Context: an optimization exercise on an open-source flow, tuned for small area, a short achievable clock period and few clock cycles. The choices shown serve that exercise and are no tape-out recipe. At most, simulation tests tie the RTL to the original design; equivalence was not proved. No driver is modelled on the clock port, so clocking that relies on it looks cheaper here than on a real chip.

## median_fliter
module median_fliter(
  input                  clk,
  input                  rst,
  input               enable,
  input  [7:0]     RAM_IMG_Q,
  input  [7:0]     RAM_OUT_Q,
  output          RAM_IMG_OE,
  output          RAM_IMG_WE,
  output [15:0]    RAM_IMG_A,
  output [7:0]     RAM_IMG_D,
  output          RAM_OUT_OE,
  output          RAM_OUT_WE,
  output [15:0]    RAM_OUT_A,
  output [7:0]     RAM_OUT_D,
  output                done
);
Size in the first run: roughly 960 cells after synthesis, about 320 flip-flops, ~11000 um2 of cells after synthesis.
clock: 10.0 ns
lec_check: 0
cap_margin: 20
core_margin: 2
core_utilization: 65
place_density: 0.75
slew_margin: 20
standard.sh (not shown) runs the stock make flow with config.mk's settings and CLKGATE_MAP_FILE= SYNTH_SCRIPT=/design/flow/synth_recipe.tcl, a recipe that flattens the netlist after the stock synthesis.
==> flow/flow/run.sh <==
#!/bin/bash
# The standard layout (standard.sh, with the standard synthesis), changed
# only in how hard and with what it optimises:
#  - ports buffered with buf_2,
#  - clock tree sinks clustered by up to 30 within 100 um, no dummy loads,
#  - timing repair aiming for 6.95 ns of setup slack,
#  - after CTS, the flip-flops that drive output ports get drive strength 2.
# The tools' full output goes to standard.log here and to orfs/logs/.
set -euo pipefail
bash standard.sh BUFFER_PORTS_ARGS="-buffer_cell sky130_fd_sc_hd__buf_2" \
  CTS_ARGS="-sink_clustering_enable -repair_clock_nets -sink_clustering_size 30 -sink_clustering_max_diameter 100 -dont_use_dummy_load -sink_clustering_levels 1" \
  SETUP_SLACK_MARGIN=6.95 RECOVER_POWER=100 MATCH_CELL_FOOTPRINT=0 POST_CTS_TCL="$PWD/flow/post_cts.tcl" finish > standard.log 2>&1
==> flow/flow/post_cts.tcl <==
# Give each flip-flop that drives an output port's buffer a stronger drive.
proc upsize_output_flops {strength} {
  set db [ord::get_db]
  set block [ord::get_db_block]
  set n 0
  foreach bt [$block getBTerms] {
    if {[$bt getIoType] != "OUTPUT"} { continue }
    set net [$bt getNet]
    if {$net == "NULL"} { continue }
    foreach it [$net getITerms] {
      if {![$it isOutputSignal]} { continue }
      set buf [$it getInst]
      foreach bit [$buf getITerms] {
        if {![$bit isInputSignal]} { continue }
        set bnet [$bit getNet]
        if {$bnet == "NULL"} { continue }
        foreach dit [$bnet getITerms] {
          if {![$dit isOutputSignal]} { continue }
          set inst [$dit getInst]
          set master [[$inst getMaster] getName]
          if {[regexp {^(sky130_fd_sc_hd__df\w+)_1$} $master -> base]} {
            set new [$db findMaster ${base}_$strength]
            if {$new != "NULL"} {
              $inst swapMaster $new
              incr n
            }
          }
        }
      }
    }
  }
  puts "upsize: $n output flip-flops to drive $strength"
}

upsize_output_flops 2
Testbench counts at the start, summed over its fixed seeds: cycles 327,748.
Rerun with:
==> flow/flow/run.sh (replaced) <==
#!/bin/bash
# The standard layout (standard.sh, with the standard synthesis), changed
# only in how hard and with what it optimises:
#  - ports buffered with buf_2,
#  - clock tree sinks clustered by up to 30 within 100 um, no dummy loads,
#  - timing repair aiming for 6.95 ns of setup slack,
#  - after CTS, the flip-flops that drive output ports get drive strength 2,
#    and gates off the critical paths are downsized (the later repair keeps
#    the setup margin).
# The tools' full output goes to standard.log here and to orfs/logs/.
set -euo pipefail
bash standard.sh BUFFER_PORTS_ARGS="-buffer_cell sky130_fd_sc_hd__buf_2" \
  CTS_ARGS="-sink_clustering_enable -repair_clock_nets -sink_clustering_size 30 -sink_clustering_max_diameter 100 -dont_use_dummy_load -sink_clustering_levels 1" \
  SETUP_SLACK_MARGIN=6.95 POST_CTS_TCL="$PWD/flow/post_cts.tcl" finish > standard.log 2>&1
--- a/flow/flow/post_cts.tcl
+++ b/flow/flow/post_cts.tcl
@@ -34,2 +34,7 @@
 
 upsize_output_flops 2
+
+# Downsize gates off the critical paths, keeping the setup margin the flow aims for.
+estimate_parasitics -placement
+repair_timing -recover_power 100 -setup_margin $::env(SETUP_SLACK_MARGIN) -verbose
+detailed_placement
The changed run finished with timing, DRC and antenna clean.
Register-to-register slack is better by 0.68 ns.
Design area goes up by 0.87%.
Fmax rose by 16%.

========
Setup of red:
median_fliter, a different RTL version from the one above (not shown whole).
For scale: roughly 1000 cells after synthesis, about 300 flip-flops, about 11000 um2 of cells after synthesis.
Settings: LEC_CHECK=0, CAP_MARGIN=20, CORE_MARGIN=2, CORE_UTILIZATION=65, PLACE_DENSITY=0.75, SLEW_MARGIN=20; clock period 10.0 ns.
==> flow/flow/run.sh <==
#!/bin/bash
# The standard layout (the standard.sh, standard synthesis) with: ports
# buffered by buf_4, clock tree sinks clustered by 30 without dummy loads, and
# after CTS the flip-flops that drive output ports given drive strength 2.
set -euo pipefail
bash standard.sh BUFFER_PORTS_ARGS="-buffer_cell sky130_fd_sc_hd__buf_4" \
  CTS_ARGS="-sink_clustering_enable -repair_clock_nets -sink_clustering_size 30 -sink_clustering_max_diameter 100 -dont_use_dummy_load -sink_clustering_levels 1" \
  SETUP_SLACK_MARGIN=6.95 POST_CTS_TCL="$PWD/flow/post_cts.tcl" finish > standard.log 2>&1
==> flow/flow/post_cts.tcl <==
# Give each flip-flop that drives an output port's buffer a stronger drive.
proc upsize_output_flops {strength} {
  set db [ord::get_db]
  set block [ord::get_db_block]
  set n 0
  foreach bt [$block getBTerms] {
    if {[$bt getIoType] != "OUTPUT"} { continue }
    set net [$bt getNet]
    if {$net == "NULL"} { continue }
    foreach it [$net getITerms] {
      if {![$it isOutputSignal]} { continue }
      set buf [$it getInst]
      foreach bit [$buf getITerms] {
        if {![$bit isInputSignal]} { continue }
        set bnet [$bit getNet]
        if {$bnet == "NULL"} { continue }
        foreach dit [$bnet getITerms] {
          if {![$dit isOutputSignal]} { continue }
          set inst [$dit getInst]
          set master [[$inst getMaster] getName]
          if {[regexp {^(sky130_fd_sc_hd__df\w+)_1$} $master -> base]} {
            set new [$db findMaster ${base}_$strength]
            if {$new != "NULL"} {
              $inst swapMaster $new
              incr n
            }
          }
        }
      }
    }
  }
  puts "upsize: $n output flip-flops to drive $strength"
}

upsize_output_flops 2
## Diff of input files: blue against red
--- a/flow/flow/run.sh
+++ b/flow/flow/run.sh
@@ -6 +6 @@
-bash standard.sh BUFFER_PORTS_ARGS="-buffer_cell sky130_fd_sc_hd__buf_4" \
+bash standard.sh BUFFER_PORTS_ARGS="-buffer_cell sky130_fd_sc_hd__buf_2" \
## What came out
- Across both runs, share of layout cells above drive strength 1 was higher for blue than for red.
- For the worst slew slack as a fraction of its limit, blue came in 4.6 points lower than red did.
- The final instance area was comparable across blue and red.
- Detail-routed net length per standard cell of red is on par with blue.
- Going from red to blue, area overhead of the layout relative to synthesis moved down.
- On first-pass GRT wire length, blue does better than red.
- | sequential share of layout area | blue vs red | 0.16 points higher |
No run of this note included a check of the RTL's function; only the layout flow was run.

[port drivers added, routing unchanged]
In the flow no input, the clock included, has a driving cell. The finished layouts below were timed again as built, in two steps. Step 1 sets driving cells, clkbuf_16 on the clock port and buf_2 on the other inputs (assumed; they add their load-dependent delay and slew). Step 2 also shifts input and output timing later by t, the mid clock arrival at the registers, as if the neighbouring blocks saw the same clock. a / b / c = no drivers / after step 1 / after step 2; a / b = the first two.
| run | t, ns | slack for setup (ns) | hold slack, ns | latest minus earliest clock arrival (ns) | slew at the worst register clock pin (ns) |
|---|---|---|---|---|---|
| the first run of note 1 | 0.514 | 6.478 / 6.478 / 6.478 | 0.304 / 0.304 / 0.304 | 0.051 / 0.050 | 0.10 / 0.10 |
| the second run of note 1 | 0.513 | 6.963 / 6.921 / 7.161 | 0.304 / 0.304 / 0.304 | 0.052 / 0.052 | 0.11 / 0.11 |
| red | 0.510 | 6.674 / 6.676 / 6.166 | 0.277 / 0.277 / 0.277 | 0.060 / 0.060 | 0.11 / 0.11 |
| blue | 0.510 | 6.686 / 6.690 / 6.181 | 0.303 / 0.303 / 0.303 | 0.063 / 0.063 | 0.11 / 0.11 |
After both steps every run listed still meets setup and hold. The setup slack of red, which loses most, moves by +0.002 ns with the drivers and by -0.508 ns with both steps.
